What follows belongs to an exercise in optimizing a design on an open flow for small area and a short achievable clock period; a production flow would make more cautious choices. RTL that was checked went through simulation tests only; none was proved equivalent to the original.

Design top_diannao_node_vMAX, start of the top module:
module top_diannao_node_vMAX (
        clk,
        i_inputs,
        i_synapses,
        i_op,
        i_nbout,
        i_load,
        o_to_edram
    );
Size: about 1,300 flip-flops, about 550 I/O pins.
==> flow/config.mk <==
export PLATFORM = sky130hd
export DESIGN_NAME = top_diannao_node_vMAX
export DESIGN_NICKNAME = top_diannao_node_vMAX
export VERILOG_FILES = /design/flow/design.v
export SDC_FILE = /design/flow/constraint.sdc
export NUM_CORES = 8
export LEC_CHECK = 0
export ABC_AREA = 1
export CAP_MARGIN = 20
export CORE_MARGIN = 2
export CORE_UTILIZATION = 40
export SETUP_SLACK_MARGIN = 5
export SLEW_MARGIN = 20
export SYNTH_HIERARCHICAL = 1
==> flow/constraint.sdc <==
create_clock -name core_clock -period 12.0 [get_ports {clk}]
set_input_delay 2.4000 -clock core_clock [delete_from_list [all_inputs] [get_ports {clk}]]
set_output_delay 2.4000 -clock core_clock [all_outputs]
set_load 0.01 [all_outputs]
standard.sh (not shown) runs the stock make flow with config.mk's settings and CLKGATE_MAP_FILE= SYNTH_SCRIPT=/design/flow/synth_recipe.tcl, a recipe that flattens the netlist after the stock synthesis.
==> flow/flow/run.sh <==
#!/bin/bash
# Standard ORFS layout (the standard.sh, standard synthesis unchanged), with
# extra settings for timing repair, clock tree and port buffers.
set -euo pipefail
bash standard.sh SETUP_SLACK_MARGIN=8.2 MATCH_CELL_FOOTPRINT=0 CTS_CLUSTER_SIZE=30 CTS_CLUSTER_DIAMETER=80 "BUFFER_PORTS_ARGS=-buffer_cell sky130_fd_sc_hd__buf_1" finish > standard.log 2>&1
==> next run, changes <==
==> flow/flow/run.sh (replaced) <==
#!/bin/bash
# Standard ORFS layout (the standard.sh, standard synthesis unchanged), with
# extra settings for timing repair, clock tree and port buffers.
set -euo pipefail
bash standard.sh SETUP_SLACK_MARGIN=8.15 CTS_CLUSTER_SIZE=30 CTS_CLUSTER_DIAMETER=80 "BUFFER_PORTS_ARGS=-buffer_cell sky130_fd_sc_hd__buf_1" finish > standard.log 2>&1
- CAP_MARGIN: 20 -> 40
- SLEW_MARGIN: 20 -> 40
Effect:
- die area does not change
- hold slack gets better by 0.0035 ns
- count of clock-buffer cells in the layout does not change
==> next run, changes <==
==> flow/flow/run.sh (replaced) <==
#!/bin/bash
# Standard ORFS layout (the standard.sh, standard synthesis unchanged), with
# extra settings for timing repair, clock tree and port buffers.
set -euo pipefail
bash standard.sh SETUP_SLACK_MARGIN=8.2 CTS_CLUSTER_SIZE=30 CTS_CLUSTER_DIAMETER=80 "BUFFER_PORTS_ARGS=-buffer_cell sky130_fd_sc_hd__buf_1" finish > standard.log 2>&1
- CAP_MARGIN: 40 -> 20
- CORE_UTILIZATION: 40 -> 55
- SLEW_MARGIN: 40 -> 20
Die area drops by a quarter to a third.
Critical path depth is unchanged.
Global-route usage climbs by 7.5 points.
First-iteration DRC count climbs by a few percent.
Hold slack improves by 0.014 ns.
Via count drops slightly.
Wire length drops by a few percent.
Design area drops slightly.
==> next run, changes <==
==> flow/flow/run.sh (replaced) <==
#!/bin/bash
# Standard ORFS layout (the standard.sh, standard synthesis unchanged), with
# extra settings for timing repair, clock tree and port buffers.
set -euo pipefail
bash standard.sh SETUP_SLACK_MARGIN=8.15 CTS_CLUSTER_SIZE=30 CTS_CLUSTER_DIAMETER=80 "BUFFER_PORTS_ARGS=-buffer_cell sky130_fd_sc_hd__buf_1" finish > standard.log 2>&1
- CAP_MARGIN: 20 -> 80
- CORE_UTILIZATION: 55 -> 40
- SLEW_MARGIN: 20 -> 80
=> The changed run finished with timing, DRC and antenna clean. Routed wire length rises by 4.1%. Utilization falls by 14 points. Final cell count is higher by 7.1%. Synthesized area does not change. Setup slack is worse by 0.036 ns.

========
top_diannao_node_vMAX again, from the RTL that the note above started with.
Design top_diannao_node_vMAX, start of the top module:
module top_diannao_node_vMAX (
        clk,
        i_inputs,
        i_synapses,
        i_op,
        i_nbout,
        i_load,
        o_to_edram
    );
export LEC_CHECK = 0
export ABC_AREA = 1
export CAP_MARGIN = 10
export CORE_MARGIN = 2
export CORE_UTILIZATION = 40
export SETUP_SLACK_MARGIN = 5
export SLEW_MARGIN = 10
export SYNTH_HIERARCHICAL = 1
create_clock -name core_clock -period 12.0 [get_ports {clk}]
==> flow/flow/run.sh <==
#!/bin/bash
# Standard ORFS layout (the standard.sh, standard synthesis unchanged), with
# extra settings for timing repair, clock tree and port buffers.
set -euo pipefail
bash standard.sh SETUP_SLACK_MARGIN=8.4 "CTS_ARGS=-sink_clustering_enable -repair_clock_nets -sink_clustering_size 30 -sink_clustering_max_diameter 80 -dont_use_dummy_load -distance_between_buffers 300" "BUFFER_PORTS_ARGS=-buffer_cell sky130_fd_sc_hd__buf_1" finish > standard.log 2>&1
The first run passed the timing, DRC and antenna checks.
Rerun with:
==> flow/flow/run.sh (replaced) <==
#!/bin/bash
# Standard ORFS layout (the standard.sh, standard synthesis unchanged), with
# extra settings for timing repair, clock tree and port buffers.
set -euo pipefail
bash standard.sh SETUP_SLACK_MARGIN=8.2 CTS_CLUSTER_SIZE=30 CTS_CLUSTER_DIAMETER=80 "BUFFER_PORTS_ARGS=-buffer_cell sky130_fd_sc_hd__buf_1" finish > standard.log 2>&1
CAP_MARGIN = 20   (was 10)
SLEW_MARGIN = 20   (was 10)
- The new run passed the timing, DRC and antenna checks
- worst setup slack degrades by 0.15 ns
- design area falls by about 1.8%
- wire length is lower by 1.5%
- die area does not change
- global-route usage rises by 0.12 points
- final cell count shrinks by 0.79%
- maximum frequency came out lower by about 4%
Rerun with:
==> flow/flow/run.sh (replaced) <==
#!/bin/bash
# Standard ORFS layout (the standard.sh, standard synthesis unchanged), with
# extra settings for timing repair, clock tree and port buffers.
set -euo pipefail
bash standard.sh SETUP_SLACK_MARGIN=8.5 "CTS_ARGS=-sink_clustering_enable -repair_clock_nets -sink_clustering_size 30 -sink_clustering_max_diameter 80 -dont_use_dummy_load -distance_between_buffers 300" "BUFFER_PORTS_ARGS=-buffer_cell sky130_fd_sc_hd__buf_1" finish > standard.log 2>&1
CAP_MARGIN = 10   (was 20)
SLEW_MARGIN = 10   (was 20)
The new run passed the timing, DRC and antenna checks.
Via count came out higher by 2.8%.
Wire length came out higher by 4.4%.
Final area went up by 4.2%.
Clock-buffer cell count came out lower by 13.
Global-route usage goes up by 0.20 points.
First-iteration DRC count climbs by 10%.
Die area is unchanged.
Rerun with:
==> flow/flow/run.sh (replaced) <==
#!/bin/bash
# Standard ORFS layout (the standard.sh, standard synthesis unchanged), with
# extra settings for timing repair, clock tree and port buffers.
set -euo pipefail
bash standard.sh SETUP_SLACK_MARGIN=8.2 CTS_CLUSTER_SIZE=30 CTS_CLUSTER_DIAMETER=80 "BUFFER_PORTS_ARGS=-buffer_cell sky130_fd_sc_hd__buf_1" finish > standard.log 2>&1
Area after synthesis stays the same.
Count of clock-buffer cells in the layout came out higher by 13.
Sequential share of layout area came out higher by 0.63 points.

========
job 101:
Starting RTL as in the previous note.
export LEC_CHECK = 0
export ABC_AREA = 1
export CAP_MARGIN = 20
export CORE_MARGIN = 2
export CORE_UTILIZATION = 40
export SETUP_SLACK_MARGIN = 5
export SLEW_MARGIN = 20
export SYNTH_HIERARCHICAL = 1
create_clock -name core_clock -period 12.0 [get_ports {clk}]
==> flow/flow/run.sh <==
#!/bin/bash
# Standard ORFS layout (the standard.sh, standard synthesis unchanged), with
# extra settings for timing repair, clock tree and port buffers.
set -euo pipefail
bash standard.sh SETUP_SLACK_MARGIN=7.9 CTS_CLUSTER_SIZE=30 CTS_CLUSTER_DIAMETER=80 "BUFFER_PORTS_ARGS=-buffer_cell sky130_fd_sc_hd__buf_1" finish > standard.log 2>&1
> inputs changed (job 101 -> job 102)
- changing CAP_MARGIN from 20 to 10
- changing SLEW_MARGIN from 20 to 10
==> flow/flow/run.sh <==
#!/bin/bash
# Standard ORFS layout (the standard.sh, standard synthesis unchanged), with
# extra settings for timing repair, clock tree and port buffers.
set -euo pipefail
bash standard.sh SETUP_SLACK_MARGIN=8.3 "CTS_ARGS=-sink_clustering_enable -repair_clock_nets -sink_clustering_size 30 -sink_clustering_max_diameter 80 -dont_use_dummy_load" "BUFFER_PORTS_ARGS=-buffer_cell sky130_fd_sc_hd__buf_1" finish > standard.log 2>&1
On wire length of the first global-routing pass, job 101 and job 102 are basically level. Detailed-route vias per instance across job 101 and job 102: no real change. Job 102 -> job 101: count of filler cells inserted in the layout flat. Design area (job 102 over job 101): increase, 0.0015 sq mm. When the final numbers for job 101 and job 102 were put side by side, the number of clock buffers in the layout turned out to be smaller in job 102.

========
Another version of the RTL of top_diannao_node_vMAX (not shown whole).
Size in the first run: roughly 16000 cells after synthesis, about 130000 sq um of cells after synthesis.
==> flow/config.mk <==
export PLATFORM = sky130hd
export DESIGN_NAME = top_diannao_node_vMAX
export DESIGN_NICKNAME = top_diannao_node_vMAX
export VERILOG_FILES = /design/flow/design.v
export SDC_FILE = /design/flow/constraint.sdc
export NUM_CORES = 8
export LEC_CHECK = 0
export ABC_AREA = 1
export CAP_MARGIN = 80
export CORE_MARGIN = 2
export CORE_UTILIZATION = 40
export SETUP_SLACK_MARGIN = 5
export SLEW_MARGIN = 80
export SYNTH_HIERARCHICAL = 1
==> flow/constraint.sdc <==
create_clock -name core_clock -period 12.0 [get_ports {clk}]
set_input_delay 2.4000 -clock core_clock [delete_from_list [all_inputs] [get_ports {clk}]]
set_output_delay 2.4000 -clock core_clock [all_outputs]
set_load 0.01 [all_outputs]
==> flow/flow/run.sh <==
#!/bin/bash
# Standard ORFS layout (the standard.sh, standard synthesis unchanged), with
# extra settings for timing repair, clock tree and port buffers.
set -euo pipefail
bash standard.sh SETUP_SLACK_MARGIN=8.4 CTS_CLUSTER_SIZE=30 CTS_CLUSTER_DIAMETER=80 "BUFFER_PORTS_ARGS=-buffer_cell sky130_fd_sc_hd__buf_1" finish > standard.log 2>&1
Next try:
==> flow/flow/run.sh (replaced) <==
#!/bin/bash
# Standard ORFS layout (the standard.sh, standard synthesis unchanged), with
# extra settings for timing repair, clock tree and port buffers.
set -euo pipefail
bash standard.sh SETUP_SLACK_MARGIN=8.3 "CTS_ARGS=-sink_clustering_enable -repair_clock_nets -sink_clustering_size 30 -sink_clustering_max_diameter 80 -dont_use_dummy_load -distance_between_buffers 300" "BUFFER_PORTS_ARGS=-buffer_cell sky130_fd_sc_hd__buf_1" finish > standard.log 2>&1
- CAP_MARGIN: 80 -> 10
- SLEW_MARGIN: 80 -> 10
What happened: Wire length rises by 0.58%; core utilization went down by 1.3 points.
Function was not checked in any run of this note: the RTL went through the layout flow alone.

========
Setup of JK:
top_diannao_node_vMAX, a different RTL version from the one above (not shown whole).
Size in the first run: about 16000 cells after synthesis, ~1400 flip-flops, roughly 550 I/O pins.
export LEC_CHECK = 0
export ABC_AREA = 1
export CAP_MARGIN = 80
export CORE_MARGIN = 2
export CORE_UTILIZATION = 40
export SETUP_SLACK_MARGIN = 5
export SLEW_MARGIN = 80
create_clock -name core_clock -period 12.0 [get_ports {clk}]
==> flow/flow/run.sh <==
#!/bin/bash
# Standard ORFS layout (the standard.sh, standard synthesis unchanged), with
# extra settings for timing repair, clock tree and port buffers.
set -euo pipefail
bash standard.sh SETUP_SLACK_MARGIN=8.2 "BUFFER_PORTS_ARGS=-buffer_cell sky130_fd_sc_hd__buf_1" finish > standard.log 2>&1
Changes in MS relative to JK:
==> flow/run.sh (new file) <==
#!/bin/bash
# synth_recipe.tcl (not shown) runs the flow's synth.tcl, then flattens the netlist and writes it again
# the make line also repeats each setting of config.mk as NAME=value (left out here)
make -C /OpenROAD-flow-scripts/flow DESIGN_CONFIG=/design/flow/config.mk WORK_HOME=/design/flow/orfs CLKGATE_MAP_FILE= SYNTH_SCRIPT=/design/flow/synth_recipe.tcl finish
removed: flow/flow/run.sh
removed: flow/standard.sh
Notes after the runs:
- MS reached the end of the flow, and the finished layout is clean on the timing, DRC and antenna checks.
- Diff MS..JK | global-route total usage across every layer | negligible
- fa_4 as the critical-path cell with the highest stage delay was reported by MS, and dfxtp_1 by JK.
- As far as sequential cell area in the final layout is concerned, MS and JK perform about the same.
- Between MS and JK, it is MS whose final critical-path share of the clock period is higher, by 5.2 points.
- Clock-buffer cell count, MS and JK, higher one = JK.
- In the flow results for MS and JK, the fmax is smaller on MS.
- Fraction of area in registers in MS is 0.33 points above JK.
- Area: MS vs JK -> MS smaller
For AL, these inputs were changed with respect to MS:
==> flow/flow/run.sh (new file) <==
#!/bin/bash
set -euo pipefail
bash standard.sh SETUP_SLACK_MARGIN=8.2 finish > standard.log 2>&1
==> flow/standard.sh (new file) <==
#!/bin/bash
# synth_recipe.tcl (not shown) runs the flow's synth.tcl, then flattens the netlist and writes it again
# the make line also repeats each setting of config.mk as NAME=value (left out here)
make -C /OpenROAD-flow-scripts/flow DESIGN_CONFIG=/design/flow/config.mk WORK_HOME=/design/flow/orfs CLKGATE_MAP_FILE= SYNTH_SCRIPT=/design/flow/synth_recipe.tcl "${@:-finish}"
removed: flow/run.sh
Notes after the runs:
- Against MS, shortest clock period the worst path allows after layout in AL came out better.
- Compared with MS, AL shows a signed area change from the synthesized netlist to the final layout that is 5.1 points higher.
- First-pass GRT wire length in AL is about 1% higher than in MS
- Going from MS to AL, the pre-CTS worst setup slack was found to have gone down by 440 ps.
- Number of stages on the worst setup path ended up 23 lower on AL than on MS.
- The cell count after placement on MS is in line with that on AL.
- Against MS, AL reports a sequential share of cell area that is lower.
- Overall fraction of global-route tracks in use: AL vs MS, no meaningful difference
- Run comparison: MS type of the setup path with the least slack flip-flop to flip-flop; AL type of the setup path with the least slack flip-flop to primary output
- Of MS and AL, the lower post-layout net count belongs to MS.
### AL -> TR
==> flow/flow/run.sh <==
#!/bin/bash
# Standard ORFS layout (the standard.sh, standard synthesis unchanged), with
# extra settings for timing repair, clock tree and port buffers.
set -euo pipefail
bash standard.sh SETUP_SLACK_MARGIN=8.2 CTS_CLUSTER_SIZE=30 CTS_CLUSTER_DIAMETER=80 finish > standard.log 2>&1
### Flow results
- TR ended with every stage complete and zero timing, DRC or antenna violations.
- In terms of count of distinct cell types in the synthesized netlist, AL and TR differ only marginally.
- TR against AL: number of setup buffers added after CTS went up by 4, worst hold slack was more or less identical.
- Clock buffer count in the final layout: TR lower than AL
- When TR is measured against AL, its post-CTS clock slew at the launch and capture registers of the worst setup and hold paths turns out 40 ps higher.
- [compare] base=AL new=TR: maximum clock rate decreased about 1%; worst setup slack lost 43 ps; met1 usage ~0 delta; via count of the first global-routing pass down 849.
No functional check of the RTL was part of any run of this note.

========
Another version of the RTL of top_diannao_node_vMAX (not shown whole).
Size: roughly 19000 cells after synthesis, roughly 1400 flip-flops, roughly 550 I/O pins, roughly 0.15 mm^2 of cells after synthesis.
export LEC_CHECK = 0
export ABC_AREA = 1
export CAP_MARGIN = 80
export CORE_MARGIN = 2
export CORE_UTILIZATION = 40
export SETUP_SLACK_MARGIN = 5
export SLEW_MARGIN = 80
create_clock -name core_clock -period 12.0 [get_ports {clk}]
==> flow/flow/run.sh <==
#!/bin/bash
# Standard ORFS layout (the standard.sh, standard synthesis unchanged), with
# extra settings for timing repair, clock tree and port buffers.
set -euo pipefail
bash standard.sh SETUP_SLACK_MARGIN=8.3 CTS_CLUSTER_SIZE=30 CTS_CLUSTER_DIAMETER=80 "BUFFER_PORTS_ARGS=-buffer_cell sky130_fd_sc_hd__buf_1" finish > standard.log 2>&1
==> next run, changes <==
==> flow/flow/run.sh (replaced) <==
#!/bin/bash
# The standard layout (standard.sh: the standard synthesis and ORFS steps,
# unchanged), with a larger setup margin for timing repair, a clock tree with
# larger sink clusters and plain buffers on the ports.  The make output goes to
# standard.log; each ORFS step logs to orfs/logs/.
set -euo pipefail
bash standard.sh SETUP_SLACK_MARGIN=8.3 CTS_CLUSTER_SIZE=30 CTS_CLUSTER_DIAMETER=80 "BUFFER_PORTS_ARGS=-buffer_cell sky130_fd_sc_hd__buf_1" finish > standard.log 2>&1
Cell area does not change.
Die area is unchanged.
Global-route usage does not change.
Worst setup slack stays the same.
Clock skew is unchanged.
Non-clock buffer count stays the same.
Core utilization does not change.

-- port drivers added, routing unchanged --
How much do the figures lean on ideal ports? The routed layouts below were timed once more, with nothing changed but the port constraints.
Step 1, drivers: a clkbuf_16 drives clk and a buf_2 each remaining input, both assumed.
Step 2 moves the port delays by t, midway between the first and last clock arrival at a register: inputs arrive t later, outputs are due t later. That takes back most of the time a late clock gives input paths.
Slacks: ideal ports / drivers / drivers and shift; pairs: ideal ports / drivers.
run | shift t [ns] | setup WS [ns] | latest minus earliest clock arrival (ns) | worst register clock-pin slew, ns
the first run of note 1 | 0.994 | 8.206 / 8.098 / 7.454 | 0.055 / 0.055 | 0.10 / 0.10
the second run of note 1 | 0.986 | 8.210 / 8.102 / 7.460 | 0.056 / 0.056 | 0.10 / 0.10
the third run of note 1 | 0.897 | 8.243 / 8.141 / 7.361 | 0.048 / 0.048 | 0.10 / 0.10
the fourth run of note 1 | 0.995 | 8.207 / 8.101 / 8.204 | 0.065 / 0.064 | 0.10 / 0.10
the first run of note 2 | 0.855 | 8.355 / 8.255 / 7.618 | 0.153 / 0.152 | 0.11 / 0.11
the second run of note 2 | 0.994 | 8.206 / 8.098 / 7.454 | 0.055 / 0.055 | 0.10 / 0.10
the third run of note 2 | 0.855 | 8.348 / 8.247 / 7.812 | 0.100 / 0.101 | 0.11 / 0.11
the fourth run of note 2 | 0.994 | 8.205 / 8.097 / 7.503 | 0.066 / 0.067 | 0.11 / 0.11
job 101 | 0.997 | 8.002 / 7.994 / 7.228 | 0.057 / 0.056 | 0.11 / 0.11
job 102 | 0.977 | 8.248 / 8.142 / 7.723 | 0.128 / 0.128 | 0.11 / 0.11
the first run of note 4 | 1.011 | 8.093 / 7.988 / 8.101 | 0.064 / 0.063 | 0.11 / 0.11
the second run of note 4 | 0.871 | 8.124 / 8.092 / 7.585 | 0.167 / 0.167 | 0.11 / 0.11
JK | 1.007 | 7.684 / 7.684 / 7.684 | 0.103 / 0.103 | 0.07 / 0.07
MS | 0.996 | 7.059 / 7.059 / 7.059 | 0.055 / 0.055 | 0.07 / 0.07
AL | 0.995 | 7.920 / 7.812 / 7.932 | 0.082 / 0.082 | 0.08 / 0.08
TR | 1.022 | 7.878 / 7.770 / 7.968 | 0.093 / 0.093 | 0.11 / 0.11
the first run of note 6 | 1.015 | 8.039 / 7.928 / 8.299 | 0.083 / 0.083 | 0.11 / 0.11
the second run of note 6 | 1.015 | 8.039 / 7.928 / 8.299 | 0.083 / 0.083 | 0.11 / 0.11
After both steps setup and hold are still met in every run listed. For the third run of note 1, which loses most, drivers alone change the setup slack by -0.102 ns; drivers and shift together by -0.882 ns.
